Context: an optimization exercise on an open-source flow, tuned for small area. The choices shown serve that exercise and are no tape-out recipe.
The RTL was checked by simulation tests, not by an equivalence proof against the original design.
Power and IR drop assume default switching activity.

==> flow/design.v (outline; a module is shown in full before it is edited, if it fits) <==
// module current_filter: 1202 lines
// module cf_fa: 6 lines
// module cf_inv: 5 lines
// module cf_ha: 6 lines
module current_filter (pClk, pRst, pFilterIn, pFilterOut);
  // ...
==> flow/run.sh <==
#!/bin/bash
# synth_recipe.tcl (not shown) runs the flow's synth.tcl, then flattens the netlist and writes it again
# the make line also repeats each setting of config.mk as NAME=value (left out here)
make -C /OpenROAD-flow-scripts/flow DESIGN_CONFIG=/design/flow/config.mk WORK_HOME=/design/flow/orfs CLKGATE_MAP_FILE= SYNTH_SCRIPT=/design/flow/synth_recipe.tcl finish
==> flow/config.mk <==
export PLATFORM = sky130hd
export DESIGN_NAME = current_filter
export DESIGN_NICKNAME = current_filter
export VERILOG_FILES = /design/flow/design.v
export SDC_FILE = /design/flow/constraint.sdc
export NUM_CORES = 4
export LEC_CHECK = 0
export CAP_MARGIN = 20
export CORE_MARGIN = 2
export CORE_UTILIZATION = 80
export CTS_BUF_LIST = sky130_fd_sc_hd__clkbuf_8
export CTS_CLUSTER_DIAMETER = 100
export CTS_CLUSTER_SIZE = 16
export SLEW_MARGIN = 20
export SYNTH_HIERARCHICAL = 1
==> flow/constraint.sdc <==
create_clock -name core_clock -period 7.5 [get_ports {pClk}]
set_input_delay 1.5000 -clock core_clock [delete_from_list [all_inputs] [get_ports {pClk}]]
set_output_delay 1.5000 -clock core_clock [all_outputs]
set_load 0.01 [all_outputs]
==> qor.txt, run 1 <==
RUN STATUS
---------------------------------------------------------------------------------
Outcome                                                              finished clean

CELLS AND AREA
---------------------------------------------------------------------------------
Area grow syn2layout                                                        5.15%
Fraction of the core area covered by cells at the end of the flow           0.848
Max FFs per register                                                           32
Register fraction of the total cell area                                    0.382
Biggest cell category by area in the final layout                    multi-input gates
Portion of the layout cell area used by clock cells                        0.0208
Largest registers                                                    s: 32 flops, vm: 26 flops, wm: 26 flops
Non-filler instance count after layout                                      2,060

DETAILED ROUTING
---------------------------------------------------------------------------------
DRC errors left                                                                 0
Total wirelength of the detailed-routed design                          42,800 um
Antenna-violating nets left                                                     0
Avg WL per Cell                                                           20.8 um

FLOORPLAN
---------------------------------------------------------------------------------
Die area                                                              30,100 um^2
Die Ht                                                                     174 um
Number of primary I/O pins                                                     34

GLOBAL ROUTE
---------------------------------------------------------------------------------
Antenna violations before repair                                                0
Total global routing overflow                                                   0
Maximum number of pins on one net before global-route repair                  201
Global-route wire length before repair                                  71,400 um

LOGIC SYNTHESIS
---------------------------------------------------------------------------------
Seq cells post-synth                                                          462
Library cell occupying the most area in the post-synthesis netlist   sky130_fd_sc_hd__fa_1
Cell with the most instances after synthesis                         sky130_fd_sc_hd__fa_1
Cell variety after synth                                                       20
YS warnings                                                                     7
Dominant combinational cell family by area after synthesis            adder cells
Mux contribution to synthesized area                                            0

SETUP PATH
---------------------------------------------------------------------------------
Worst-case reg-to-reg path depth                                               17
Slowest stage delay, CP                                                   0.64 ns
Required time worst endpoint                                              7.99 ns
Most frequent CP cell                                                sky130_fd_sc_hd__fa_1
Worst EP arrival                                                          6.58 ns

STA
---------------------------------------------------------------------------------
RSZ-0062 raised after global routing                                        false
Final Max Tran Viols                                                            0
Worst hold slack after final layout                                      0.333 ns

POWER AND IR DROP
---------------------------------------------------------------------------------
Power Sequential                                                        0.00310 W
Combinational share of power                                                0.626
Clock power frac                                                            0.104
Final Power                                                              0.0115 W
Switching part of the total power                                           0.395

PLACED DESIGN
---------------------------------------------------------------------------------
Total of buffers placed on input and output ports                              33
Cell total after placement                                                  2,023

CTS
---------------------------------------------------------------------------------
Post-cts gate resize count                                                      0

RUN
---------------------------------------------------------------------------------
Maxcap violations                                                               0

==> inputs of run 2 (changes only) <==
--- a/flow/design.v
+++ b/flow/design.v
@@ -557,38 +557,28 @@
   wire s1061, c1062;
   wire s1063, c1064;
   wire s1065, c1066;
   wire s1067, c1068;
   wire s1069, c1070;
   wire s1071, c1072;
   wire s1073, c1074;
   wire s1075, c1076;
-  wire s1077, c1078;
-  wire s1079, c1080;
-  wire s1081, c1082;
-  wire s1083, c1084;
-  wire s1085, c1086;
-  wire s1087, c1088;
-  wire s1089, c1090;
-  wire s1091, c1092;
-  wire s1093, c1094;
-  wire s1095, c1096;
-  wire s1097, c1098;
   reg [25:0] wm;
   reg [1:0] wc;
   reg [25:0] vm;
   reg [1:0] vc;
   reg [16:0] yv;
   reg [16:0] yv2;
   reg [0:0] yc;
   reg [0:0] yc2;
   reg [31:0] s;
   reg [1:0] sc;
   wire [31:0] sres;
+  wire qb;
   cf_fa us1 (.a(pFilterIn[0]), .b(r21[0]), .c(1'b1), .s(s1), .co(c2));
   cf_fa us3 (.a(pFilterIn[1]), .b(r21[1]), .c(c2), .s(s3), .co(c4));
   cf_fa us5 (.a(pFilterIn[2]), .b(r21[2]), .c(c4), .s(s5), .co(c6));
   cf_fa us7 (.a(pFilterIn[3]), .b(r21[3]), .c(c6), .s(s7), .co(c8));
   cf_fa us9 (.a(pFilterIn[4]), .b(r21[4]), .c(c8), .s(s9), .co(c10));
   cf_fa us11 (.a(pFilterIn[5]), .b(r21[5]), .c(c10), .s(s11), .co(c12));
   cf_fa us13 (.a(pFilterIn[6]), .b(r21[6]), .c(c12), .s(s13), .co(c14));
   cf_fa us15 (.a(pFilterIn[7]), .b(r21[7]), .c(c14), .s(s15), .co(c16));
@@ -973,172 +963,162 @@
   cf_fa us773 (.a(c734), .b(s735), .c(c772), .s(s773), .co(c774));
   cf_fa us775 (.a(c736), .b(s737), .c(c774), .s(s775), .co(c776));
   cf_fa us777 (.a(c738), .b(s739), .c(c776), .s(s777), .co(c778));
   cf_ha us779 (.a(c744), .b(s745), .s(s779), .co(c780));
   cf_ha us781 (.a(s747), .b(c780), .s(s781), .co(c782));
   cf_ha us783 (.a(s749), .b(c782), .s(s783), .co(c784));
   cf_ha us785 (.a(s751), .b(c784), .s(s785), .co(c786));
   cf_ha us787 (.a(s753), .b(c786), .s(s787), .co(c788));
-  cf_fa us789 (.a(s[17]), .b(vm[17]), .c(yv2[16]), .s(s789), .co(c790));
-  cf_fa us791 (.a(s[11]), .b(vm[11]), .c(vc[0]), .s(s791), .co(c792));
-  cf_fa us793 (.a(yv2[10]), .b(yc2[0]), .c(yv2[3]), .s(s793), .co(c794));
-  cf_fa us795 (.a(s[12]), .b(vm[12]), .c(yv2[11]), .s(s795), .co(c796));
-  cf_fa us797 (.a(yv2[4]), .b(yv2[3]), .c(yv2[1]), .s(s797), .co(c798));
-  cf_fa us799 (.a(s[13]), .b(vm[13]), .c(yv2[12]), .s(s799), .co(c800));
-  cf_fa us801 (.a(yv2[5]), .b(yv2[4]), .c(yv2[2]), .s(s801), .co(c802));
-  cf_fa us803 (.a(s[14]), .b(vm[14]), .c(yv2[13]), .s(s803), .co(c804));
-  cf_fa us805 (.a(yv2[6]), .b(yv2[5]), .c(yv2[3]), .s(s805), .co(c806));
-  cf_fa us807 (.a(s[15]), .b(vm[15]), .c(yv2[14]), .s(s807), .co(c808));
-  cf_fa us809 (.a(yv2[7]), .b(yv2[6]), .c(yv2[4]), .s(s809), .co(c810));
-  cf_fa us811 (.a(s[16]), .b(vm[16]), .c(yv2[15]), .s(s811), .co(c812));
-  cf_fa us813 (.a(yv2[8]), .b(yv2[7]), .c(yv2[5]), .s(s813), .co(c814));
-  cf_fa us815 (.a(yv2[13]), .b(r12[15]), .c(~r13[15]), .s(s815), .co(c816));
-  cf_fa us817 (.a(yv2[9]), .b(yv2[8]), .c(yv2[6]), .s(s817), .co(c818));
-  cf_fa us819 (.a(r13[15]), .b(sc[0]), .c(s789), .s(s819), .co(c820));
-  cf_fa us821 (.a(yv2[14]), .b(r12[15]), .c(~c812), .s(s821), .co(c822));
-  cf_fa us823 (.a(s[18]), .b(vm[18]), .c(yv2[10]), .s(s823), .co(c824));
-  cf_fa us825 (.a(yc2[0]), .b(yv2[9]), .c(yv2[7]), .s(s825), .co(c826));
-  cf_fa us827 (.a(~yv2[15]), .b(c790), .c(c818), .s(s827), .co(c828));
-  cf_fa us829 (.a(s[19]), .b(vm[19]), .c(vc[1]), .s(s829), .co(c830));
-  cf_fa us831 (.a(yv2[11]), .b(yv2[10]), .c(yc2[0]), .s(s831), .co(c832));
-  cf_fa us833 (.a(~yv2[16]), .b(yv2[8]), .c(c824), .s(s833), .co(c834));
-  cf_fa us835 (.a(s[20]), .b(vm[20]), .c(yv2[12]), .s(s835), .co(c836));
-  cf_fa us837 (.a(1'b1), .b(yv2[11]), .c(yv2[9]), .s(s837), .co(c838));
-  cf_fa us839 (.a(s[21]), .b(vm[21]), .c(yv2[13]), .s(s839), .co(c840));
-  cf_fa us841 (.a(yv2[12]), .b(yv2[10]), .c(yc2[0]), .s(s841), .co(c842));
-  cf_fa us843 (.a(s[22]), .b(vm[22]), .c(yv2[14]), .s(s843), .co(c844));
-  cf_fa us845 (.a(yv2[13]), .b(yv2[11]), .c(r13[15]), .s(s845), .co(c846));
-  cf_fa us847 (.a(s[23]), .b(vm[23]), .c(yv2[15]), .s(s847), .co(c848));
-  cf_fa us849 (.a(yv2[14]), .b(yv2[12]), .c(r13[15]), .s(s849), .co(c850));
-  cf_fa us851 (.a(s[24]), .b(vm[24]), .c(yv2[16]), .s(s851), .co(c852));
-  cf_fa us853 (.a(s[8]), .b(vm[8]), .c(yv2[7]), .s(s853), .co(c854));
-  cf_fa us855 (.a(s[9]), .b(vm[9]), .c(yv2[8]), .s(s855), .co(c856));
-  cf_fa us857 (.a(~yv2[6]), .b(yv2[1]), .c(yv2[0]), .s(s857), .co(c858));
-  cf_fa us859 (.a(s[10]), .b(vm[10]), .c(yv2[9]), .s(s859), .co(c860));
-  cf_fa us861 (.a(~yv2[7]), .b(yv2[2]), .c(yv2[1]), .s(s861), .co(c862));
-  cf_fa us863 (.a(yv2[2]), .b(yv2[0]), .c(s791), .s(s863), .co(c864));
-  cf_fa us865 (.a(~yv2[8]), .b(s793), .c(c860), .s(s865), .co(c866));
-  cf_fa us867 (.a(c792), .b(c794), .c(s795), .s(s867), .co(c868));
-  cf_fa us869 (.a(~yv2[9]), .b(s797), .c(c864), .s(s869), .co(c870));
-  cf_fa us871 (.a(c796), .b(c798), .c(s799), .s(s871), .co(c872));
-  cf_fa us873 (.a(yv2[10]), .b(yc2[0]), .c(~s801), .s(s873), .co(c874));
-  cf_fa us875 (.a(c800), .b(c802), .c(s803), .s(s875), .co(c876));
-  cf_fa us877 (.a(~yv2[11]), .b(s805), .c(c872), .s(s877), .co(c878));
-  cf_fa us879 (.a(c804), .b(c806), .c(s807), .s(s879), .co(c880));
-  cf_fa us881 (.a(~yv2[12]), .b(s809), .c(c876), .s(s881), .co(c882));
-  cf_fa us883 (.a(c808), .b(c810), .c(s811), .s(s883), .co(c884));
-  cf_fa us885 (.a(s813), .b(~s815), .c(c880), .s(s885), .co(c886));
-  cf_fa us887 (.a(c814), .b(s817), .c(s819), .s(s887), .co(c888));
-  cf_fa us889 (.a(c816), .b(s821), .c(~c884), .s(s889), .co(c890));
-  cf_fa us891 (.a(s823), .b(s825), .c(c820), .s(s891), .co(c892));
-  cf_fa us893 (.a(c822), .b(~s827), .c(c890), .s(s893), .co(c894));
-  cf_fa us895 (.a(c826), .b(s829), .c(s831), .s(s895), .co(c896));
-  cf_fa us897 (.a(c828), .b(s833), .c(s895), .s(s897), .co(c898));
-  cf_fa us899 (.a(c830), .b(c832), .c(s835), .s(s899), .co(c900));
-  cf_fa us901 (.a(s837), .b(c834), .c(c896), .s(s901), .co(c902));
-  cf_fa us903 (.a(c836), .b(c838), .c(s839), .s(s903), .co(c904));
-  cf_fa us905 (.a(1'b1), .b(s841), .c(c900), .s(s905), .co(c906));
-  cf_fa us907 (.a(c840), .b(c842), .c(s843), .s(s907), .co(c908));
-  cf_fa us909 (.a(~r12[15]), .b(s845), .c(c904), .s(s909), .co(c910));
-  cf_fa us911 (.a(sc[1]), .b(c844), .c(c846), .s(s911), .co(c912));
-  cf_fa us913 (.a(~r12[15]), .b(s847), .c(s849), .s(s913), .co(c914));
-  cf_fa us915 (.a(yv2[15]), .b(yv2[13]), .c(c848), .s(s915), .co(c916));
-  cf_fa us917 (.a(c850), .b(s851), .c(c912), .s(s917), .co(c918));
-  cf_fa us919 (.a(s[25]), .b(yv2[16]), .c(yv2[14]), .s(s919), .co(c920));
-  cf_fa us921 (.a(1'b1), .b(~vm[25]), .c(c852), .s(s921), .co(c922));
-  cf_fa us923 (.a(s[26]), .b(yv2[15]), .c(r13[15]), .s(s923), .co(c924));
-  cf_fa us925 (.a(1'b1), .b(~r12[15]), .c(c920), .s(s925), .co(c926));
-  cf_fa us927 (.a(s[27]), .b(yv2[16]), .c(r13[15]), .s(s927), .co(c928));
-  cf_fa us929 (.a(s[3]), .b(vm[3]), .c(yv2[2]), .s(s929), .co(c930));
-  cf_fa us931 (.a(s[4]), .b(vm[4]), .c(yv2[3]), .s(s931), .co(c932));
-  cf_fa us933 (.a(s[5]), .b(vm[5]), .c(yv2[4]), .s(s933), .co(c934));
-  cf_fa us935 (.a(s[6]), .b(vm[6]), .c(yv2[5]), .s(s935), .co(c936));
-  cf_fa us937 (.a(s[7]), .b(vm[7]), .c(yv2[6]), .s(s937), .co(c938));
-  cf_fa us939 (.a(~yv2[5]), .b(yv2[0]), .c(s853), .s(s939), .co(c940));
-  cf_fa us941 (.a(c854), .b(s855), .c(s857), .s(s941), .co(c942));
-  cf_fa us943 (.a(c856), .b(c858), .c(s859), .s(s943), .co(c944));
-  cf_fa us945 (.a(c862), .b(s863), .c(s865), .s(s945), .co(c946));
-  cf_fa us947 (.a(c866), .b(s867), .c(s869), .s(s947), .co(c948));
-  cf_fa us949 (.a(c868), .b(s871), .c(c870), .s(s949), .co(c950));
-  cf_fa us951 (.a(~c874), .b(s875), .c(s877), .s(s951), .co(c952));
-  cf_fa us953 (.a(s879), .b(c878), .c(s881), .s(s953), .co(c954));
-  cf_fa us955 (.a(s883), .b(c882), .c(s885), .s(s955), .co(c956));
-  cf_fa us957 (.a(c886), .b(~s889), .c(s887), .s(s957), .co(c958));
-  cf_fa us959 (.a(c888), .b(s891), .c(~s893), .s(s959), .co(c960));
-  cf_fa us961 (.a(c892), .b(s897), .c(~c894), .s(s961), .co(c962));
-  cf_fa us963 (.a(s899), .b(c898), .c(s901), .s(s963), .co(c964));
-  cf_fa us965 (.a(s903), .b(c902), .c(s905), .s(s965), .co(c966));
-  cf_fa us967 (.a(s907), .b(c906), .c(s909), .s(s967), .co(c968));
-  cf_fa us969 (.a(c908), .b(s911), .c(s913), .s(s969), .co(c970));
-  cf_fa us971 (.a(c914), .b(s915), .c(s917), .s(s971), .co(c972));
-  cf_fa us973 (.a(s919), .b(c916), .c(s921), .s(s973), .co(c974));
-  cf_fa us975 (.a(s923), .b(c922), .c(s925), .s(s975), .co(c976));
-  cf_fa us977 (.a(c924), .b(s927), .c(c926), .s(s977), .co(c978));
-  cf_fa us979 (.a(s[1]), .b(vm[1]), .c(yv2[0]), .s(s979), .co(c980));
-  cf_fa us981 (.a(s[2]), .b(vm[2]), .c(yv2[1]), .s(s981), .co(c982));
-  cf_fa us983 (.a(s929), .b(~yv2[0]), .c(c982), .s(s983), .co(c984));
-  cf_fa us985 (.a(~yv2[1]), .b(c930), .c(s931), .s(s985), .co(c986));
-  cf_fa us987 (.a(~yv2[2]), .b(c932), .c(s933), .s(s987), .co(c988));
-  cf_fa us989 (.a(~yv2[3]), .b(c934), .c(s935), .s(s989), .co(c990));
-  cf_fa us991 (.a(~yv2[4]), .b(c936), .c(s937), .s(s991), .co(c992));
-  cf_fa us993 (.a(c938), .b(s939), .c(c992), .s(s993), .co(c994));
-  cf_fa us995 (.a(c940), .b(s941), .c(c994), .s(s995), .co(c996));
-  cf_fa us997 (.a(s861), .b(c942), .c(s943), .s(s997), .co(c998));
-  cf_fa us999 (.a(c944), .b(s945), .c(c998), .s(s999), .co(c1000));
-  cf_fa us1001 (.a(c946), .b(s947), .c(c1000), .s(s1001), .co(c1002));
-  cf_fa us1003 (.a(~s873), .b(c948), .c(s949), .s(s1003), .co(c1004));
-  cf_fa us1005 (.a(c950), .b(s951), .c(c1004), .s(s1005), .co(c1006));
-  cf_fa us1007 (.a(c952), .b(s953), .c(c1006), .s(s1007), .co(c1008));
-  cf_fa us1009 (.a(c954), .b(s955), .c(c1008), .s(s1009), .co(c1010));
-  cf_fa us1011 (.a(c956), .b(s957), .c(c1010), .s(s1011), .co(c1012));
-  cf_fa us1013 (.a(c958), .b(s959), .c(c1012), .s(s1013), .co(c1014));
-  cf_fa us1015 (.a(c960), .b(s961), .c(c1014), .s(s1015), .co(c1016));
-  cf_ha us1017 (.a(s963), .b(c962), .s(s1017), .co(c1018));
-  cf_fa us1019 (.a(c964), .b(s965), .c(c1018), .s(s1019), .co(c1020));
-  cf_fa us1021 (.a(c966), .b(s967), .c(c1020), .s(s1021), .co(c1022));
-  cf_fa us1023 (.a(c910), .b(s969), .c(c968), .s(s1023), .co(c1024));
-  cf_fa us1025 (.a(c970), .b(s971), .c(c1024), .s(s1025), .co(c1026));
-  cf_fa us1027 (.a(c918), .b(s973), .c(c972), .s(s1027), .co(c1028));
-  cf_fa us1029 (.a(c974), .b(s975), .c(c1028), .s(s1029), .co(c1030));
-  cf_fa us1031 (.a(~r12[15]), .b(c976), .c(s977), .s(s1031), .co(c1032));
-  cf_fa us1033 (.a(s[28]), .b(c928), .c(c978), .s(s1033), .co(c1034));
-  cf_fa us1035 (.a(s[29]), .b(1'b1), .c(c1034), .s(s1035), .co(c1036));
-  cf_fa us1037 (.a(s[30]), .b(1'b1), .c(c1036), .s(s1037), .co(c1038));
-  cf_fa us1039 (.a(s[31]), .b(1'b1), .c(c1038), .s(s1039), .co(c1040));
-  cf_ha us1041 (.a(s[0]), .b(vm[0]), .s(s1041), .co(c1042));
+  cf_fa us789 (.a(s[11]), .b(vm[11]), .c(vc[0]), .s(s789), .co(c790));
+  cf_fa us791 (.a(yv2[10]), .b(yc2[0]), .c(yv2[3]), .s(s791), .co(c792));
+  cf_fa us793 (.a(s[12]), .b(vm[12]), .c(yv2[11]), .s(s793), .co(c794));
+  cf_fa us795 (.a(yv2[4]), .b(yv2[3]), .c(yv2[1]), .s(s795), .co(c796));
+  cf_fa us797 (.a(s[13]), .b(vm[13]), .c(yv2[12]), .s(s797), .co(c798));
+  cf_fa us799 (.a(yv2[5]), .b(yv2[4]), .c(yv2[2]), .s(s799), .co(c800));
+  cf_fa us801 (.a(s[14]), .b(vm[14]), .c(yv2[13]), .s(s801), .co(c802));
+  cf_fa us803 (.a(yv2[6]), .b(yv2[5]), .c(yv2[3]), .s(s803), .co(c804));
+  cf_fa us805 (.a(s[15]), .b(vm[15]), .c(yv2[14]), .s(s805), .co(c806));
+  cf_fa us807 (.a(yv2[7]), .b(yv2[6]), .c(yv2[4]), .s(s807), .co(c808));
+  cf_fa us809 (.a(s[16]), .b(vm[16]), .c(yv2[15]), .s(s809), .co(c810));
+  cf_fa us811 (.a(yv2[8]), .b(yv2[7]), .c(yv2[5]), .s(s811), .co(c812));
+  cf_fa us813 (.a(s[17]), .b(vm[17]), .c(yv2[16]), .s(s813), .co(c814));
+  cf_fa us815 (.a(yv2[9]), .b(yv2[8]), .c(yv2[6]), .s(s815), .co(c816));
+  cf_fa us817 (.a(s[18]), .b(vm[18]), .c(yv2[10]), .s(s817), .co(c818));
+  cf_fa us819 (.a(yc2[0]), .b(yv2[9]), .c(yv2[7]), .s(s819), .co(c820));
+  cf_fa us821 (.a(s[19]), .b(vm[19]), .c(vc[1]), .s(s821), .co(c822));
+  cf_fa us823 (.a(yv2[11]), .b(yv2[10]), .c(yc2[0]), .s(s823), .co(c824));
+  cf_fa us825 (.a(s[20]), .b(vm[20]), .c(yv2[12]), .s(s825), .co(c826));
+  cf_fa us827 (.a(s[21]), .b(vm[21]), .c(yv2[13]), .s(s827), .co(c828));
+  cf_fa us829 (.a(s[22]), .b(vm[22]), .c(yv2[14]), .s(s829), .co(c830));
+  cf_fa us831 (.a(s[23]), .b(vm[23]), .c(yv2[15]), .s(s831), .co(c832));
+  cf_fa us833 (.a(s[8]), .b(vm[8]), .c(yv2[7]), .s(s833), .co(c834));
+  cf_fa us835 (.a(s[9]), .b(vm[9]), .c(yv2[8]), .s(s835), .co(c836));
+  cf_fa us837 (.a(~yv2[6]), .b(yv2[1]), .c(yv2[0]), .s(s837), .co(c838));
+  cf_fa us839 (.a(s[10]), .b(vm[10]), .c(yv2[9]), .s(s839), .co(c840));
+  cf_fa us841 (.a(~yv2[7]), .b(yv2[2]), .c(yv2[1]), .s(s841), .co(c842));
+  cf_fa us843 (.a(yv2[2]), .b(yv2[0]), .c(s789), .s(s843), .co(c844));
+  cf_fa us845 (.a(~yv2[8]), .b(s791), .c(c840), .s(s845), .co(c846));
+  cf_fa us847 (.a(c790), .b(c792), .c(s793), .s(s847), .co(c848));
+  cf_fa us849 (.a(~yv2[9]), .b(s795), .c(c844), .s(s849), .co(c850));
+  cf_fa us851 (.a(c794), .b(c796), .c(s797), .s(s851), .co(c852));
+  cf_fa us853 (.a(yv2[10]), .b(yc2[0]), .c(~s799), .s(s853), .co(c854));
+  cf_fa us855 (.a(c798), .b(c800), .c(s801), .s(s855), .co(c856));
+  cf_fa us857 (.a(~yv2[11]), .b(s803), .c(c852), .s(s857), .co(c858));
+  cf_fa us859 (.a(c802), .b(c804), .c(s805), .s(s859), .co(c860));
+  cf_fa us861 (.a(~yv2[12]), .b(s807), .c(c856), .s(s861), .co(c862));
+  cf_fa us863 (.a(c806), .b(c808), .c(s809), .s(s863), .co(c864));
+  cf_fa us865 (.a(~yv2[13]), .b(s811), .c(c860), .s(s865), .co(c866));
+  cf_fa us867 (.a(sc[0]), .b(c810), .c(c812), .s(s867), .co(c868));
+  cf_fa us869 (.a(~yv2[14]), .b(s813), .c(s815), .s(s869), .co(c870));
+  cf_fa us871 (.a(c814), .b(c816), .c(s817), .s(s871), .co(c872));
+  cf_fa us873 (.a(~yv2[15]), .b(s819), .c(c868), .s(s873), .co(c874));
+  cf_fa us875 (.a(yv2[8]), .b(c818), .c(c820), .s(s875), .co(c876));
+  cf_fa us877 (.a(~yv2[16]), .b(s821), .c(s823), .s(s877), .co(c878));
+  cf_fa us879 (.a(1'b1), .b(yv2[11]), .c(yv2[9]), .s(s879), .co(c880));
+  cf_fa us881 (.a(c822), .b(c824), .c(s825), .s(s881), .co(c882));
+  cf_fa us883 (.a(yv2[12]), .b(yv2[10]), .c(yc2[0]), .s(s883), .co(c884));
+  cf_fa us885 (.a(1'b1), .b(c826), .c(s827), .s(s885), .co(c886));
+  cf_fa us887 (.a(1'b1), .b(yv2[13]), .c(yv2[11]), .s(s887), .co(c888));
+  cf_fa us889 (.a(c828), .b(s829), .c(c884), .s(s889), .co(c890));
+  cf_fa us891 (.a(yv2[14]), .b(yv2[12]), .c(sc[1]), .s(s891), .co(c892));
+  cf_fa us893 (.a(1'b1), .b(c830), .c(s831), .s(s893), .co(c894));
+  cf_fa us895 (.a(s[24]), .b(vm[24]), .c(yv2[16]), .s(s895), .co(c896));
+  cf_fa us897 (.a(yv2[15]), .b(yv2[13]), .c(c832), .s(s897), .co(c898));
+  cf_fa us899 (.a(s[25]), .b(yv2[16]), .c(yv2[14]), .s(s899), .co(c900));
+  cf_fa us901 (.a(1'b1), .b(~vm[25]), .c(c896), .s(s901), .co(c902));
+  cf_fa us903 (.a(s[3]), .b(vm[3]), .c(yv2[2]), .s(s903), .co(c904));
+  cf_fa us905 (.a(s[4]), .b(vm[4]), .c(yv2[3]), .s(s905), .co(c906));
+  cf_fa us907 (.a(s[5]), .b(vm[5]), .c(yv2[4]), .s(s907), .co(c908));
+  cf_fa us909 (.a(s[6]), .b(vm[6]), .c(yv2[5]), .s(s909), .co(c910));
+  cf_fa us911 (.a(s[7]), .b(vm[7]), .c(yv2[6]), .s(s911), .co(c912));
+  cf_fa us913 (.a(~yv2[5]), .b(yv2[0]), .c(s833), .s(s913), .co(c914));
+  cf_fa us915 (.a(c834), .b(s835), .c(s837), .s(s915), .co(c916));
+  cf_fa us917 (.a(c836), .b(c838), .c(s839), .s(s917), .co(c918));
+  cf_fa us919 (.a(c842), .b(s843), .c(s845), .s(s919), .co(c920));
+  cf_fa us921 (.a(c846), .b(s847), .c(s849), .s(s921), .co(c922));
+  cf_fa us923 (.a(c848), .b(s851), .c(c850), .s(s923), .co(c924));
+  cf_fa us925 (.a(~c854), .b(s855), .c(s857), .s(s925), .co(c926));
+  cf_fa us927 (.a(s859), .b(c858), .c(s861), .s(s927), .co(c928));
+  cf_fa us929 (.a(s863), .b(c862), .c(s865), .s(s929), .co(c930));
+  cf_fa us931 (.a(c864), .b(s867), .c(s869), .s(s931), .co(c932));
+  cf_fa us933 (.a(c870), .b(s871), .c(s873), .s(s933), .co(c934));
+  cf_fa us935 (.a(c872), .b(s875), .c(s877), .s(s935), .co(c936));
+  cf_fa us937 (.a(s879), .b(c876), .c(c878), .s(s937), .co(c938));
+  cf_fa us939 (.a(c880), .b(s883), .c(c882), .s(s939), .co(c940));
+  cf_fa us941 (.a(s887), .b(c886), .c(s889), .s(s941), .co(c942));
+  cf_fa us943 (.a(c888), .b(s891), .c(c890), .s(s943), .co(c944));
+  cf_fa us945 (.a(c892), .b(s895), .c(c894), .s(s945), .co(c946));
+  cf_fa us947 (.a(s899), .b(c898), .c(s901), .s(s947), .co(c948));
+  cf_fa us949 (.a(s[26]), .b(yv2[15]), .c(c900), .s(s949), .co(c950));
+  cf_fa us951 (.a(s[1]), .b(vm[1]), .c(yv2[0]), .s(s951), .co(c952));
+  cf_fa us953 (.a(s[2]), .b(vm[2]), .c(yv2[1]), .s(s953), .co(c954));
+  cf_fa us955 (.a(s903), .b(~yv2[0]), .c(c954), .s(s955), .co(c956));
+  cf_fa us957 (.a(~yv2[1]), .b(c904), .c(s905), .s(s957), .co(c958));
+  cf_fa us959 (.a(~yv2[2]), .b(c906), .c(s907), .s(s959), .co(c960));
+  cf_fa us961 (.a(~yv2[3]), .b(c908), .c(s909), .s(s961), .co(c962));
+  cf_fa us963 (.a(~yv2[4]), .b(c910), .c(s911), .s(s963), .co(c964));
+  cf_fa us965 (.a(c912), .b(s913), .c(c964), .s(s965), .co(c966));
+  cf_fa us967 (.a(c914), .b(s915), .c(c966), .s(s967), .co(c968));
+  cf_fa us969 (.a(s841), .b(c916), .c(s917), .s(s969), .co(c970));
+  cf_fa us971 (.a(c918), .b(s919), .c(c970), .s(s971), .co(c972));
+  cf_fa us973 (.a(c920), .b(s921), .c(c972), .s(s973), .co(c974));
+  cf_fa us975 (.a(~s853), .b(c922), .c(s923), .s(s975), .co(c976));
+  cf_fa us977 (.a(c924), .b(s925), .c(c976), .s(s977), .co(c978));
+  cf_fa us979 (.a(c926), .b(s927), .c(c978), .s(s979), .co(c980));
+  cf_fa us981 (.a(c928), .b(s929), .c(c980), .s(s981), .co(c982));
+  cf_fa us983 (.a(c866), .b(s931), .c(c930), .s(s983), .co(c984));
+  cf_fa us985 (.a(c932), .b(s933), .c(c984), .s(s985), .co(c986));
+  cf_fa us987 (.a(c874), .b(s935), .c(c934), .s(s987), .co(c988));
+  cf_fa us989 (.a(s881), .b(c936), .c(s937), .s(s989), .co(c990));
+  cf_fa us991 (.a(s885), .b(c938), .c(s939), .s(s991), .co(c992));
+  cf_fa us993 (.a(c940), .b(s941), .c(c992), .s(s993), .co(c994));
+  cf_fa us995 (.a(s893), .b(c942), .c(s943), .s(s995), .co(c996));
+  cf_fa us997 (.a(s897), .b(c944), .c(s945), .s(s997), .co(c998));
+  cf_fa us999 (.a(c946), .b(s947), .c(c998), .s(s999), .co(c1000));
+  cf_fa us1001 (.a(c902), .b(s949), .c(c948), .s(s1001), .co(c1002));
+  cf_fa us1003 (.a(s[27]), .b(yv2[16]), .c(c950), .s(s1003), .co(c1004));
+  cf_fa us1005 (.a(s[28]), .b(1'b1), .c(c1004), .s(s1005), .co(c1006));
+  cf_fa us1007 (.a(s[29]), .b(1'b1), .c(c1006), .s(s1007), .co(c1008));
+  cf_fa us1009 (.a(s[30]), .b(1'b1), .c(c1008), .s(s1009), .co(c1010));
+  cf_fa us1011 (.a(s[31]), .b(1'b1), .c(c1010), .s(s1011), .co(c1012));
+  cf_ha us1013 (.a(s[0]), .b(vm[0]), .s(s1013), .co(c1014));
+  cf_ha us1015 (.a(s951), .b(c1014), .s(s1015), .co(c1016));
+  cf_fa us1017 (.a(c952), .b(s953), .c(c1016), .s(s1017), .co(c1018));
+  cf_ha us1019 (.a(s955), .b(c1018), .s(s1019), .co(c1020));
+  cf_fa us1021 (.a(c956), .b(s957), .c(c1020), .s(s1021), .co(c1022));
+  cf_fa us1023 (.a(c958), .b(s959), .c(c1022), .s(s1023), .co(c1024));
+  cf_fa us1025 (.a(c960), .b(s961), .c(c1024), .s(s1025), .co(c1026));
+  cf_fa us1027 (.a(c962), .b(s963), .c(c1026), .s(s1027), .co(c1028));
+  cf_ha us1029 (.a(s965), .b(c1028), .s(s1029), .co(c1030));
+  cf_ha us1031 (.a(s967), .b(c1030), .s(s1031), .co(c1032));
+  cf_fa us1033 (.a(c968), .b(s969), .c(c1032), .s(s1033), .co(c1034));
+  cf_ha us1035 (.a(s971), .b(c1034), .s(s1035), .co(c1036));
+  cf_ha us1037 (.a(s973), .b(c1036), .s(s1037), .co(c1038));
+  cf_fa us1039 (.a(c974), .b(s975), .c(c1038), .s(s1039), .co(c1040));
+  cf_ha us1041 (.a(s977), .b(c1040), .s(s1041), .co(c1042));
   cf_ha us1043 (.a(s979), .b(c1042), .s(s1043), .co(c1044));
-  cf_fa us1045 (.a(c980), .b(s981), .c(c1044), .s(s1045), .co(c1046));
-  cf_ha us1047 (.a(s983), .b(c1046), .s(s1047), .co(c1048));
-  cf_fa us1049 (.a(c984), .b(s985), .c(c1048), .s(s1049), .co(c1050));
+  cf_ha us1045 (.a(s981), .b(c1044), .s(s1045), .co(c1046));
+  cf_ha us1047 (.a(c982), .b(s983), .s(s1047), .co(c1048));
+  cf_ha us1049 (.a(s985), .b(c1048), .s(s1049), .co(c1050));
   cf_fa us1051 (.a(c986), .b(s987), .c(c1050), .s(s1051), .co(c1052));
   cf_fa us1053 (.a(c988), .b(s989), .c(c1052), .s(s1053), .co(c1054));
   cf_fa us1055 (.a(c990), .b(s991), .c(c1054), .s(s1055), .co(c1056));
   cf_ha us1057 (.a(s993), .b(c1056), .s(s1057), .co(c1058));
-  cf_ha us1059 (.a(s995), .b(c1058), .s(s1059), .co(c1060));
+  cf_ha us1059 (.a(c994), .b(s995), .s(s1059), .co(c1060));
   cf_fa us1061 (.a(c996), .b(s997), .c(c1060), .s(s1061), .co(c1062));
   cf_ha us1063 (.a(s999), .b(c1062), .s(s1063), .co(c1064));
-  cf_ha us1065 (.a(s1001), .b(c1064), .s(s1065), .co(c1066));
+  cf_fa us1065 (.a(c1000), .b(s1001), .c(c1064), .s(s1065), .co(c1066));
   cf_fa us1067 (.a(c1002), .b(s1003), .c(c1066), .s(s1067), .co(c1068));
   cf_ha us1069 (.a(s1005), .b(c1068), .s(s1069), .co(c1070));
   cf_ha us1071 (.a(s1007), .b(c1070), .s(s1071), .co(c1072));
   cf_ha us1073 (.a(s1009), .b(c1072), .s(s1073), .co(c1074));
-  cf_ha us1075 (.a(c1016), .b(s1017), .s(s1075), .co(c1076));
-  cf_ha us1077 (.a(s1019), .b(c1076), .s(s1077), .co(c1078));
-  cf_ha us1079 (.a(s1021), .b(c1078), .s(s1079), .co(c1080));
-  cf_ha us1081 (.a(c1022), .b(s1023), .s(s1081), .co(c1082));
-  cf_ha us1083 (.a(s1025), .b(c1082), .s(s1083), .co(c1084));
-  cf_fa us1085 (.a(c1026), .b(s1027), .c(c1084), .s(s1085), .co(c1086));
-  cf_ha us1087 (.a(s1029), .b(c1086), .s(s1087), .co(c1088));
-  cf_fa us1089 (.a(c1030), .b(s1031), .c(c1088), .s(s1089), .co(c1090));
-  cf_fa us1091 (.a(c1032), .b(s1033), .c(c1090), .s(s1091), .co(c1092));
-  cf_ha us1093 (.a(s1035), .b(c1092), .s(s1093), .co(c1094));
-  cf_ha us1095 (.a(s1037), .b(c1094), .s(s1095), .co(c1096));
-  cf_ha us1097 (.a(s1039), .b(c1096), .s(s1097), .co(c1098));
-  assign sres = s + {1'b0, 1'b0, 1'b0, 1'b0, 1'b0, 1'b0, 1'b0, 1'b0, sc[1], 1'b0, 1'b0, 1'b0, 1'b0, 1'b0, sc[0], 1'b0, 1'b0, 1'b0, 1'b0, 1'b0, 1'b0, 1'b0, 1'b0, 1'b0, 1'b0, 1'b0, 1'b0, 1'b0, 1'b0, 1'b0, 1'b0, 1'b0};
+  cf_ha us1075 (.a(s1011), .b(c1074), .s(s1075), .co(c1076));
+  assign qb = ~r13[15];
+  assign sres = s + {1'b0, 1'b0, 1'b0, 1'b0, 1'b0, 1'b0, 1'b0, 1'b0, sc[1], 1'b0, 1'b0, 1'b0, 1'b0, 1'b0, sc[0], 1'b0, 1'b0, 1'b0, 1'b0, 1'b0, 1'b0, 1'b0, 1'b0, 1'b0, 1'b0, 1'b0, 1'b0, 1'b0, 1'b0, 1'b0, 1'b0, 1'b0} + {4'b0, {12{qb}} & 12'd3267, 16'b0};
   wire rst;
   cf_inv u_rst (.a(pRst), .y(rst));
   always @(posedge pClk)
     r1 <= {(pFilterIn[15] & pRst), (pFilterIn[14] & pRst), (pFilterIn[13] & pRst), (pFilterIn[12] & pRst), (pFilterIn[11] & pRst), (pFilterIn[10] & pRst), (pFilterIn[9] & pRst), (pFilterIn[8] & pRst), (pFilterIn[7] & pRst), (pFilterIn[6] & pRst), (pFilterIn[5] & pRst), (pFilterIn[4] & pRst), (pFilterIn[3] & pRst), (pFilterIn[2] & pRst), (pFilterIn[1] & pRst), (pFilterIn[0] & pRst)};
   always @(posedge pClk)
     r2 <= {~(r1[15] & pRst), ~(r1[14] & pRst), ~(r1[13] & pRst), ~(r1[12] & pRst), ~(r1[11] & pRst), ~(r1[10] & pRst), ~(r1[9] & pRst), ~(r1[8] & pRst), ~(r1[7] & pRst), ~(r1[6] & pRst), ~(r1[5] & pRst), ~(r1[4] & pRst), ~(r1[3] & pRst), ~(r1[2] & pRst), ~(r1[1] & pRst), ~(r1[0] & pRst)};
   always @(posedge pClk)
     r3 <= {~(r2[15] | rst), ~(r2[14] | rst), ~(r2[13] | rst), ~(r2[12] | rst), ~(r2[11] | rst), ~(r2[10] | rst), ~(r2[9] | rst), ~(r2[8] | rst), ~(r2[7] | rst), ~(r2[6] | rst), ~(r2[5] | rst), ~(r2[4] | rst), ~(r2[3] | rst), ~(r2[2] | rst), ~(r2[1] | rst), ~(r2[0] | rst)};
@@ -1178,31 +1158,31 @@
     r20 <= {~(r19[15] | rst), ~(r19[14] | rst), ~(r19[13] | rst), ~(r19[12] | rst), ~(r19[11] | rst), ~(r19[10] | rst), ~(r19[9] | rst), ~(r19[8] | rst), ~(r19[7] | rst), ~(r19[6] | rst), ~(r19[5] | rst), ~(r19[4] | rst), ~(r19[3] | rst), ~(r19[2] | rst), ~(r19[1] | rst), ~(r19[0] | rst)};
   always @(posedge pClk)
     r21 <= {~(r20[15] & pRst), ~(r20[14] & pRst), ~(r20[13] & pRst), ~(r20[12] & pRst), ~(r20[11] & pRst), ~(r20[10] & pRst), ~(r20[9] & pRst), ~(r20[8] & pRst), ~(r20[7] & pRst), ~(r20[6] & pRst), ~(r20[5] & pRst), ~(r20[4] & pRst), ~(r20[3] & pRst), ~(r20[2] & pRst), ~(r20[1] & pRst), ~(r20[0] & pRst)};
   always @(posedge pClk)
     wm <= {(s367 | rst), (s365 | rst), (s363 | rst), (s361 | rst), (s359 | rst), (s307 | rst), (s357 & pRst), (s355 & pRst), (s353 | rst), (s351 | rst), (s349 & pRst), (s347 & pRst), (s345 & pRst), (s343 & pRst), (s341 & pRst), (s339 & pRst), (s337 & pRst), (s335 & pRst), (s333 & pRst), (s331 & pRst), (s329 & pRst), (s327 & pRst), (s325 | rst), (s323 | rst), (s321 & pRst), (s319 | rst)};
   always @(posedge pClk)
     wc <= {(c358 & pRst), (c346 & pRst)};
   always @(posedge pClk)
-    vm <= {(s787 & pRst), (s785 & pRst), (s783 & pRst), (s781 & pRst), (s779 & pRst), (s743 & pRst), (s741 & pRst), (s777 & pRst), (s775 | rst), (s773 & pRst), (s771 | rst), (s769 | rst), (s729 | rst), (s727 & pRst), (s725 & pRst), (s767 & pRst), (s765 & pRst), (s763 & pRst), (s761 & pRst), (s759 & pRst), (s757 & pRst), (s755 & pRst), (s709 | rst), (s707 & pRst), (s705 & pRst), (s703 & pRst)};
+    vm <= {(s787 & pRst), (s785 & pRst), (s783 & pRst), (s781 & pRst), (s779 & pRst), (s743 & pRst), (s741 & pRst), (s777 | rst), (s775 & pRst), (s773 | rst), (s771 | rst), (s769 | rst), (s729 | rst), (s727 & pRst), (s725 & pRst), (s767 & pRst), (s765 & pRst), (s763 & pRst), (s761 & pRst), (s759 & pRst), (s757 & pRst), (s755 & pRst), (s709 | rst), (s707 & pRst), (s705 & pRst), (s703 & pRst)};
   always @(posedge pClk)
     vc <= {(c778 & pRst), (c768 & pRst)};
   always @(posedge pClk)
     yv <= {~(c32 | rst), ~(s31 & pRst), ~(s29 & pRst), ~(s27 & pRst), ~(s25 & pRst), ~(s23 & pRst), ~(s21 & pRst), ~(s19 & pRst), ~(s17 & pRst), ~(s15 & pRst), ~(s13 & pRst), ~(s11 & pRst), ~(s9 & pRst), ~(s7 & pRst), ~(s5 & pRst), ~(s3 & pRst), ~(s1 & pRst)};
   always @(posedge pClk)
     yv2 <= {~(yv[16] & pRst), ~(yv[15] | rst), ~(yv[14] | rst), ~(yv[13] | rst), ~(yv[12] | rst), ~(yv[11] | rst), ~(yv[10] | rst), ~(yv[9] | rst), ~(yv[8] | rst), ~(yv[7] | rst), ~(yv[6] | rst), ~(yv[5] | rst), ~(yv[4] | rst), ~(yv[3] | rst), ~(yv[2] | rst), ~(yv[1] | rst), ~(yv[0] | rst)};
   always @(posedge pClk)
     yc <= {(c20 & pRst)};
   always @(posedge pClk)
     yc2 <= {(yc[0] & pRst)};
   always @(posedge pClk)
-    s <= {(s1097 & pRst), (s1095 & pRst), (s1093 & pRst), (s1091 & pRst), (s1089 & pRst), (s1087 & pRst), (s1085 & pRst), (s1083 & pRst), (s1081 & pRst), (s1079 & pRst), (s1077 & pRst), (s1075 & pRst), (s1015 & pRst), (s1013 & pRst), (s1011 & pRst), (s1073 & pRst), (s1071 & pRst), (s1069 & pRst), (s1067 & pRst), (s1065 & pRst), (s1063 & pRst), (s1061 & pRst), (s1059 & pRst), (s1057 & pRst), (s1055 & pRst), (s1053 & pRst), (s1051 & pRst), (s1049 & pRst), (s1047 & pRst), (s1045 & pRst), (s1043 & pRst), (s1041 & pRst)};
+    s <= {(s1075 & pRst), (s1073 & pRst), (s1071 & pRst), (s1069 & pRst), (s1067 & pRst), (s1065 & pRst), (s1063 & pRst), (s1061 & pRst), (s1059 & pRst), (s1057 & pRst), (s1055 & pRst), (s1053 & pRst), (s1051 & pRst), (s1049 & pRst), (s1047 & pRst), (s1045 & pRst), (s1043 & pRst), (s1041 & pRst), (s1039 & pRst), (s1037 & pRst), (s1035 & pRst), (s1033 & pRst), (s1031 & pRst), (s1029 & pRst), (s1027 & pRst), (s1025 & pRst), (s1023 & pRst), (s1021 & pRst), (s1019 & pRst), (s1017 & pRst), (s1015 & pRst), (s1013 & pRst)};
   always @(posedge pClk)
-    sc <= {(c1080 & pRst), (c1074 & pRst)};
+    sc <= {(c1058 & pRst), (c1046 & pRst)};
   assign pFilterOut = sres[31:16];
 endmodule
 module cf_fa (a, b, c, s, co);
   input a, b, c;
   output s, co;
   assign s = a ^ b ^ c;
   assign co = (a & b) | (a & c) | (b & c);
 endmodule
==> flow/flow/run.sh (new file) <==
#!/bin/bash
# The standard layout (the standard.sh, all ORFS steps), with the port buffers that
# ORFS's buffer_ports inserts made of the smallest buffer cell instead of its default choice.
set -euo pipefail
bash standard.sh "BUFFER_PORTS_ARGS=-buffer_cell sky130_fd_sc_hd__buf_1" finish > standard.log 2>&1
==> flow/standard.sh (new file) <==
#!/bin/bash
# synth_recipe.tcl (not shown) runs the flow's synth.tcl, then flattens the netlist and writes it again
# the make line also repeats each setting of config.mk as NAME=value (left out here)
make -C /OpenROAD-flow-scripts/flow DESIGN_CONFIG=/design/flow/config.mk WORK_HOME=/design/flow/orfs CLKGATE_MAP_FILE= SYNTH_SCRIPT=/design/flow/synth_recipe.tcl "${@:-finish}"
==> flow/config.mk (replaced) <==
export PLATFORM = sky130hd
export DESIGN_NAME = current_filter
export DESIGN_NICKNAME = current_filter
export VERILOG_FILES = /design/flow/design.v
export SDC_FILE = /design/flow/constraint.sdc
export NUM_CORES = 4
export LEC_CHECK = 0
export CAP_MARGIN = 20
export CORE_MARGIN = 2
export CORE_UTILIZATION = 82
export CTS_BUF_LIST = sky130_fd_sc_hd__clkbuf_4
export CTS_CLUSTER_DIAMETER = 60
export CTS_CLUSTER_SIZE = 10
export SLEW_MARGIN = 20
export SYNTH_HIERARCHICAL = 1
removed: flow/run.sh
==> run 2 against run 1 <==
  * Still clean on timing, DRC and antenna
  * Clock skew is 0.011 ns lower
  * Setup slack worse by 0.016 ns
  * Final cell count is 0.92% higher
  * Via count is 3.7% higher
  * Clock power hardly changed
  * Maximum frequency is 0.26% lower
  * Worst hold slack better by 0.030 ns
  * Wire length is 3.6% higher
  * Combinational power is 2% higher
  * Register-to-register slack worse by 0.02 ns
  * Flip-flop and latch count stayed put
  * Total power is 1.1% higher
  * Critical endpoint is now vm[10]$_DFF_P_
  * Largest cell class unchanged
==> qor.txt, run 2 <==
SETUP PATH
---------------------------------------------------------------------------------
Slowest stage delay, CP                                                   0.57 ns   -0.07 ns
Critical Path Start Type                                                     flop
Type of the setup path with the least slack                          flop to flop
Worst EP arrival                                                          6.74 ns   +0.16 ns
Required time worst endpoint                                              8.13 ns   +0.14 ns
Most frequent CP cell                                                sky130_fd_sc_hd__fa_1
CP Capture Type                                                              flop
Total buffers and inverters traversed by the critical path                      0
Critical path peak fanout                                                       2
Critical path's top delay family                                      adder cells
Max stage delay cell, worst path                                     sky130_fd_sc_hd__fa_1
Critical path cell sequence                                          fa_1 > fa_1 > fa_1 > fa_1 > fa_1 > fa_1 > ha_1 > fa_1 > fa_1 > fa_1 > fa_1 > fa_1 > fa_1 > and2_1

CELLS AND AREA
---------------------------------------------------------------------------------
Leading cell types in the layout, fill and taps excluded             501 x sky130_fd_sc_hd__fa_1, 462 x sky130_fd_sc_hd__dfxtp_1, 139 x sky130_fd_sc_hd__and2_1, 134 x sky130_fd_sc_hd__nand2_1, 117 x sky130_fd_sc_hd__nor2_1
Area grow syn2layout                                                        4.35%
Number of nets in the layout                                                2,263
Max FFs per register                                                           32   unchanged
Layout cells sized above 1                                                 0.0865
Final std cell area, no fill                                          23,900 um^2
Largest registers                                                    s: 32 flops, vm: 26 flops, wm: 26 flops
Filler cell count in the final layout                                       1,272
Register with the most flip-flops                                               s
Most common cell after layout, fill and taps aside                   sky130_fd_sc_hd__fa_1

LOGIC SYNTHESIS
---------------------------------------------------------------------------------
Synthesized netlist cell count                                              1,636
Combined area of all synthesized cells                                22,900 um^2
Seq cells post-synth                                                          462   unchanged
Sequential-to-total area share from yosys stat                              0.403
Mean Syn Cell Area                                                      14.0 um^2
Flip-flop cell with the highest count after synthesis                sky130_fd_sc_hd__dfxtp_1
Number of enable flip-flop cells after synthesis                                0
Share of synthesized registers carrying an async set or reset                   0
Share of Yosys cell area claimed by the top area cell type                  0.438
Cell variety after synth                                                       25   +25%
YS warnings                                                                     7   unchanged
Cell with the most instances after synthesis                         sky130_fd_sc_hd__fa_1
Most frequent cells after synthesis                                  501 x sky130_fd_sc_hd__fa_1, 462 x sky130_fd_sc_hd__dfxtp_1, 139 x sky130_fd_sc_hd__and2_1, 134 x sky130_fd_sc_hd__nand2_1, 117 x sky130_fd_sc_hd__nor2_1
Leading cell types by total area after synthesis                     sky130_fd_sc_hd__fa_1 44%, sky130_fd_sc_hd__dfxtp_1 40%, sky130_fd_sc_hd__and2_1 3.8%
Library cell occupying the most area in the post-synthesis netlist   sky130_fd_sc_hd__fa_1

STA
---------------------------------------------------------------------------------
Final critical delay including setup and external delays                  6.11 ns
RSZ-0062 raised after global routing                                        false
Worst clock skew                                                        0.0421 ns
Maximum clock frequency                                                 0.164 GHz
Worst hold slack after final layout                                      0.364 ns   +0.0304 ns
Final cycle utilization of the critical path                                0.815
Count of final hold-check violations                                            0
Setup Viol. Count Final                                                         0
Worst slew margin                                                           0.338
Post-route setup slack                                                    1.39 ns
Final Max Tran Viols                                                            0   unchanged
Least-Margin Pin Slew                                                    0.993 ns
Sum of negative setup slack                                                  0 ns

DETAILED ROUTING
---------------------------------------------------------------------------------
First-iteration detailed-routing DRC count                                    639
Avg WL per Cell                                                           21.3 um   +2.6%
Detailed-router iteration count before antenna repair                           5
Antenna-violating nets left                                                     0   unchanged
DRC errors left                                                                 0   unchanged
Vias per cell                                                                5.61
Total number of vias                                                       11,700
Total wirelength of the detailed-routed design                          44,300 um   +3.6%

PLACED DESIGN
---------------------------------------------------------------------------------
Detail Placement HPWL                                                   34,000 um
Post-placement cell area                                              23,400 um^2
Total of buffers placed on input and output ports                              33   unchanged
Minimum setup slack after placement                                       1.34 ns
GP Congestion                                                               0.915

POWER AND IR DROP
---------------------------------------------------------------------------------
Leakage dissipation                                                       9.21 nW
Power density over the cells                                          485 nW/um^2
Worst ir drop on vdd                                                     0.385 mV

FLOORPLAN
---------------------------------------------------------------------------------
Total core area                                                       27,600 um^2
Initial core utilization                                                    0.830
Number of primary I/O pins                                                     34   unchanged
Die W                                                                      171 um
Die area                                                              29,300 um^2   -2.8%
Die Ht                                                                     171 um   -1.4%
Total number of placement rows                                                 61

CTS
---------------------------------------------------------------------------------
Clock insertion delay at the later pin of the skew report                 0.75 ns
Num CTS Buffers                                                                53
# Post-CTS Setup Buffers                                                        0
CTS H-Tree Depth                                                                2
Post-cts gate resize count                                                      0   unchanged
Clk sink count                                                                462
Quantity of hold-fixing buffers added after cts                                 0
Number of buffers on the longest clock path                                     3
TritonCTS clock tree                                                         done
CTS clk-pin slew, worst paths                                             0.12 ns
Clk Tree Root Cell                                                   sky130_fd_sc_hd__clkbuf_4

GLOBAL ROUTE
---------------------------------------------------------------------------------
Total global routing overflow                                                   0   unchanged
Tot GR Track Use                                                            0.337
Maximum number of pins on one net before global-route repair                  228   +13%
Antenna violations before repair                                                1   +1
Global-route wire length before repair                                  72,400 um   +1.3%
Vias in the first global route                                             13,800

RUN STATUS
---------------------------------------------------------------------------------
Outcome                                                              finished clean

RUN
---------------------------------------------------------------------------------
Maxcap violations                                                               0   unchanged

HOLD PATH
---------------------------------------------------------------------------------
HP Class                                                             flop to flop

==> run 2: worst paths after layout <==
kind | cells past startpoint | end | start | slack [ns]
worst max-delay path | 14 | vm[10]$_DFF_P_ | vm[2]$_DFF_P_ | 1.39
worst max register to register | 14 | vm[10]$_DFF_P_ | vm[2]$_DFF_P_ | 1.39
worst min-delay path | 1 | r2[10]$_DFF_P_ | r1[10]$_DFF_P_ | 0.36
worst min register to register | 1 | r2[10]$_DFF_P_ | r1[10]$_DFF_P_ | 0.36
==> run 2: logic make-up after synthesis <==
kind of cell	count (synthesis)	share of synthesized area
other cells	1	0.000164
buf+inv	120	0.0203
flops	462	0.403
fa+ha+maj	551	0.465
compound gates	12	0.00338
xor+xnor	13	0.00497
simple gates	477	0.103
==> run 2: area by class of cell <==
cell class              count  area [um^2]  area share
diodes                      2         5.00    0.000209
clock buffers              55          413      0.0173
clock inverters             5         80.1     0.00335
inverters                  70          265      0.0111
multi-input cells        1071        13300       0.555
flip-flops and latches    462         9250       0.387
well taps                 378          473      0.0198
repair buffers             36          163     0.00680
==> run 2: per-layer routing <==
layer	share of wire	GRT usage	wire [um]	up-vias
li1	-	-	-	5007
met1	0.36	0.409	16000	6157
met2	0.54	0.585	23700	311
met3	0.040	0.0515	1760	182
met4	0.064	0.192	2820	0
met5	0	0	0	-
==> run 2: metrics by stage <==
stage               utilization  power, W  cells
floorplan                     -   0.00820   1653
global placement          0.848   0.00977   2017
detailed placement        0.848    0.0104   2017
CTS                       0.866    0.0117   2077
global route              0.866    0.0129   2079
finish                    0.866    0.0116   2079
==> run 2: modules after synthesis, one instance, submodules excluded <==
module | copies in the design | cells
cf_ha | 40 | 1
cf_fa | 498 | 1
current_filter | 1 | 1097
cf_inv | 1 | 1
==> run 2: power breakdown <==
part | switching (W) | leakage [nW] | internal, W
clock | 0.000770 | 0.287 | 0.000410
sequential | 0.000287 | 3.77 | 0.00279
combinational | 0.00362 | 5.16 | 0.00373
total | 0.00467 | 9.21 | 0.00692
==> inputs of run 3 (changes only) <==
--- a/flow/config.mk
+++ b/flow/config.mk
@@ -8,8 +8,8 @@
 export CAP_MARGIN = 20
 export CORE_MARGIN = 2
 export CORE_UTILIZATION = 82
-export CTS_BUF_LIST = sky130_fd_sc_hd__clkbuf_4
-export CTS_CLUSTER_DIAMETER = 60
-export CTS_CLUSTER_SIZE = 10
+export CTS_BUF_LIST = sky130_fd_sc_hd__clkbuf_8
+export CTS_CLUSTER_DIAMETER = 100
+export CTS_CLUSTER_SIZE = 16
 export SLEW_MARGIN = 20
 export SYNTH_HIERARCHICAL = 1
==> run 3 against run 2 <==
  * Flip-flop and latch count did not move
  * Synthesized area did not move
  * Die area is the same
  * Synthesized cell count stayed put
  * Critical path type unchanged
  * Largest cell class unchanged
  * Largest power group unchanged
==> qor.txt, run 3 <==
CELLS AND AREA
---------------------------------------------------------------------------------
Total area of multi-input combinational cells                         13,300 um^2   unchanged
Leading cell types in the layout, fill and taps excluded             501 x sky130_fd_sc_hd__fa_1, 462 x sky130_fd_sc_hd__dfxtp_1, 139 x sky130_fd_sc_hd__and2_1, 134 x sky130_fd_sc_hd__nand2_1, 117 x sky130_fd_sc_hd__nor2_1
Fraction of the core area covered by cells at the end of the flow           0.866   about the same
Sequential cell area                                                    9250 um^2   unchanged
Max FFs per register                                                           32   unchanged
Number of nets in the layout                                                2,244   -0.84%
Register with the most flip-flops                                               s
Area grow syn2layout                                                        4.38%   about the same
Most common cell after layout, fill and taps aside                   sky130_fd_sc_hd__fa_1
Final std cell area, no fill                                          23,900 um^2   about the same
Filler cell count in the final layout                                       1,271   -0.079%
Largest registers                                                    s: 32 flops, vm: 26 flops, wm: 26 flops
Layout cells sized above 1                                                 0.0746   -0.0119

LOGIC SYNTHESIS
---------------------------------------------------------------------------------
Cell variety after synth                                                       25   unchanged
Complex-gate fraction of the synthesized area                             0.00338   unchanged
Library cell occupying the most area in the post-synthesis netlist   sky130_fd_sc_hd__fa_1
Flip-flop cell with the highest count after synthesis                sky130_fd_sc_hd__dfxtp_1
Dominant combinational cell family by area after synthesis            adder cells
YS warnings                                                                     7   unchanged
Most frequent cells after synthesis                                  501 x sky130_fd_sc_hd__fa_1, 462 x sky130_fd_sc_hd__dfxtp_1, 139 x sky130_fd_sc_hd__and2_1, 134 x sky130_fd_sc_hd__nand2_1, 117 x sky130_fd_sc_hd__nor2_1
Area fraction in and, or, nand and nor cells after synthesis                0.103   unchanged
Seq cells post-synth                                                          462   unchanged
Combined area of all synthesized cells                                22,900 um^2   unchanged
Sequential-to-total area share from yosys stat                              0.403   unchanged
Leading cell types by total area after synthesis                     sky130_fd_sc_hd__fa_1 44%, sky130_fd_sc_hd__dfxtp_1 40%, sky130_fd_sc_hd__and2_1 3.8%
Adder and majority cell fraction of the synthesized area                    0.465   unchanged
Share of Yosys cell area claimed by the top area cell type                  0.438   unchanged
Synthesized netlist cell count                                              1,636   unchanged
Cell with the most instances after synthesis                         sky130_fd_sc_hd__fa_1
Xor/xnor share of the synthesized area                                    0.00497   unchanged
Mux contribution to synthesized area                                            0   unchanged
Mean Syn Cell Area                                                      14.0 um^2   unchanged
Number of enable flip-flop cells after synthesis                                0   unchanged
Share of synthesized registers carrying an async set or reset                   0   unchanged

DETAILED ROUTING
---------------------------------------------------------------------------------
Detailed-router iteration count before antenna repair                           5   unchanged
Antenna-violating nets left                                                     0   unchanged
Vias per cell                                                                5.60   -0.15%
Total number of vias                                                       11,500   -1.3%
First-iteration detailed-routing DRC count                                    600   -6.1%
DRC errors left                                                                 0   unchanged
Avg WL per Cell                                                           21.4 um   +0.61%
Total wirelength of the detailed-routed design                          44,100 um   -0.55%

GLOBAL ROUTE
---------------------------------------------------------------------------------
Maximum number of pins on one net before global-route repair                  228   unchanged
Vias in the first global route                                             13,600   -1.5%
Total global routing overflow                                                   0   unchanged
Tot GR Track Use                                                            0.335   -0.00215
Global-route wire length before repair                                  71,400 um   -1.3%
Antenna violations before repair                                                1   unchanged

CTS
---------------------------------------------------------------------------------
Post-cts gate resize count                                                      0   unchanged
Clock insertion delay at the later pin of the skew report                 0.57 ns   -0.18 ns
CTS clk-pin slew, worst paths                                             0.10 ns   -0.02 ns
Clk Tree Root Cell                                                   sky130_fd_sc_hd__clkbuf_8
Num CTS Buffers                                                                34   -36%
CTS H-Tree Depth                                                                2   unchanged
# Post-CTS Setup Buffers                                                        0   unchanged
TritonCTS clock tree                                                         done
Quantity of hold-fixing buffers added after cts                                 0   unchanged
Number of buffers on the longest clock path                                     3   unchanged
Clk sink count                                                                462   unchanged

FLOORPLAN
---------------------------------------------------------------------------------
Number of primary I/O pins                                                     34   unchanged
Total number of placement rows                                                 61   unchanged
Initial core utilization                                                    0.830   unchanged
Total core area                                                       27,600 um^2   unchanged
Die W                                                                      171 um   unchanged
Die area                                                              29,300 um^2   unchanged
Die Ht                                                                     171 um   unchanged

STA
---------------------------------------------------------------------------------
Setup Viol. Count Final                                                         0   unchanged
Final Max Tran Viols                                                            0   unchanged
Sum of negative setup slack                                                  0 ns   unchanged
Final cycle utilization of the critical path                                0.813   -0.00194
Worst slew margin                                                           0.275   -0.0638
Maximum clock frequency                                                 0.164 GHz   +0.24%
RSZ-0062 raised after global routing                                        false
Least-Margin Pin Slew                                                     1.09 ns   +0.0957 ns
Count of final hold-check violations                                            0   unchanged
Final critical delay including setup and external delays                  6.10 ns   -0.0145 ns
Worst clock skew                                                        0.0269 ns   -0.0152 ns

SETUP PATH
---------------------------------------------------------------------------------
Required time worst endpoint                                              7.97 ns   -0.16 ns
Max stage delay cell, worst path                                     sky130_fd_sc_hd__fa_1
Most frequent CP cell                                                sky130_fd_sc_hd__fa_1
Critical Path Start Type                                                     flop
Critical path cell sequence                                          fa_1 > fa_1 > fa_1 > fa_1 > fa_1 > fa_1 > ha_1 > fa_1 > fa_1 > fa_1 > fa_1 > fa_1 > fa_1 > and2_1
Total buffers and inverters traversed by the critical path                      0   unchanged
Type of the setup path with the least slack                          flop to flop
CP Capture Type                                                              flop
Slowest stage delay, CP                                                   0.57 ns   about the same
Critical path peak fanout                                                       2   unchanged
Critical path's top delay family                                      adder cells
Worst EP arrival                                                          6.56 ns   -0.18 ns

HOLD PATH
---------------------------------------------------------------------------------
HP Class                                                             flop to flop

PLACED DESIGN
---------------------------------------------------------------------------------
GP Congestion                                                               0.915   unchanged
Detail Placement HPWL                                                   34,000 um   unchanged
Post-placement cell area                                              23,400 um^2   unchanged
Total of buffers placed on input and output ports                              33   unchanged

POWER AND IR DROP
---------------------------------------------------------------------------------
Worst ir drop on vdd                                                     0.406 mV   +5.6%
Power density over the cells                                          484 nW/um^2   -0.13%
Leakage dissipation                                                       9.19 nW   -0.31%
Final Power                                                              0.0116 W   about the same

RUN
---------------------------------------------------------------------------------
Maxcap violations                                                               0   unchanged

RUN STATUS
---------------------------------------------------------------------------------
Outcome                                                              finished clean

[run 3: worst register-to-register path: stages (launching register included)]
cell and delay, ns:
sky130_fd_sc_hd__dfxtp_1 0.36, sky130_fd_sc_hd__fa_1 0.51, sky130_fd_sc_hd__fa_1 0.57, sky130_fd_sc_hd__fa_1 0.44
sky130_fd_sc_hd__fa_1 0.48, sky130_fd_sc_hd__fa_1 0.44, sky130_fd_sc_hd__fa_1 0.41, sky130_fd_sc_hd__ha_1 0.23
sky130_fd_sc_hd__fa_1 0.39, sky130_fd_sc_hd__fa_1 0.39, sky130_fd_sc_hd__fa_1 0.39, sky130_fd_sc_hd__fa_1 0.40
sky130_fd_sc_hd__fa_1 0.39, sky130_fd_sc_hd__fa_1 0.45, sky130_fd_sc_hd__and2_1 0.17
[run 3: area by class of cell]
class / instances / area share
well taps: 378 / 0.0198
diodes: 1 / 0.000105
repair buffers: 36 / 0.00680
inverters: 70 / 0.0111
flip-flops and latches: 462 / 0.387
clock inverters: 1 / 0.000314
clock buffers: 36 / 0.0207
multi-input cells: 1071 / 0.555
[run 3: worst paths after layout]
kind                                startpoint              to  slack, ns  cells past startpoint
worst min register to register  r1[10]$_DFF_P_  r2[10]$_DFF_P_       0.37                      1
worst max-delay path             vm[2]$_DFF_P_  vm[10]$_DFF_P_       1.41                     14
worst min-delay path            r1[10]$_DFF_P_  r2[10]$_DFF_P_       0.37                      1
worst max register to register   vm[2]$_DFF_P_  vm[10]$_DFF_P_       1.41                     14
[run 3: per-layer routing]
layer / part of all wire / track usage / vias up
li1: - / - / 4950
met1: 0.36 / 0.402 / 6105
met2: 0.54 / 0.595 / 290
met3: 0.040 / 0.0525 / 160
met4: 0.057 / 0.169 / 0
met5: 0 / 0 / -
[run 3: through the flow]
| stage | instances | worst slack (ns) | hold WS [ns] |
|---|---|---|---|
| CTS | 2054 | 1.38 | 0.378 |
| detailed placement | 2017 | 1.34 | 0.357 |
| global route | 2054 | 1.24 | 0.384 |
| global placement | 2017 | 1.52 | 0.353 |
| finish | 2055 | 1.41 | 0.373 |
| floorplan | 1653 | 1.68 | 0.351 |
[run 3: cell families (layout without fill, tap and decap cells)]
kind of cell / after synthesis / in the layout
xor gates and xnor gates: 13 / 13
and+or+nand+nor: 477 / 477
adders and majority gates: 551 / 551
AOI/OAI and AO/OA: 12 / 12
DFF: 462 / 462
buffers and inverters: 120 / 143
other: 1 / 19
[run 3: per-module statistics from Yosys, one instance, submodules excluded]
module          flops+latches  times used  cell area, um^2  cells inside
cf_ha                       0          40             12.5             1
current_filter            462           1            12500          1097
cf_fa                       0         498             20.0             1
cf_inv                      0           1             3.75             1
[run 3: power by group]
part / internal (W) / leakage [nW] / switching [W]
clock network: 0.000433 / 0.259 / 0.000754
registers: 0.00279 / 3.77 / 0.000286
logic: 0.00372 / 5.16 / 0.00360
total: 0.00694 / 9.19 / 0.00464

-- static timing again, ports no longer ideal --
The flow's constraints put no driver on any port. The routed layouts listed below were extracted and timed again, unchanged, in two steps. Step 1 sets driving cells, clkbuf_16 on the clock port and buf_2 on the other inputs (assumed; they add their load-dependent delay and slew). Step 2 moves the port delays by t, midway between the first and last clock arrival at a register: inputs arrive t later, outputs are due t later. That takes back most of the time a late clock gives input paths. Three values: ideal ports, drivers, drivers and shift; two values: the first two.
| run | shift t [ns] | slack for setup (ns) | worst hold slack (ns) | worst setup path at the end | pins driven straight from the clock port |
|---|---|---|---|---|---|
| run 1 | 0.615 | 1.406 / 1.406 / 1.119 | 0.333 / 0.333 / 0.333 | input to register | 1 |
| run 2 | 0.774 | 1.390 / 1.390 / 1.286 | 0.364 / 0.364 / 0.364 | input to register | 1 |
| run 3 | 0.609 | 1.405 / 1.405 / 1.305 | 0.373 / 0.373 / 0.373 | input to register | 1 |
After both steps setup and hold are still met in every run listed. For run 1, which loses most, drivers alone change the setup slack by 0.000 ns; drivers and shift together by -0.287 ns.
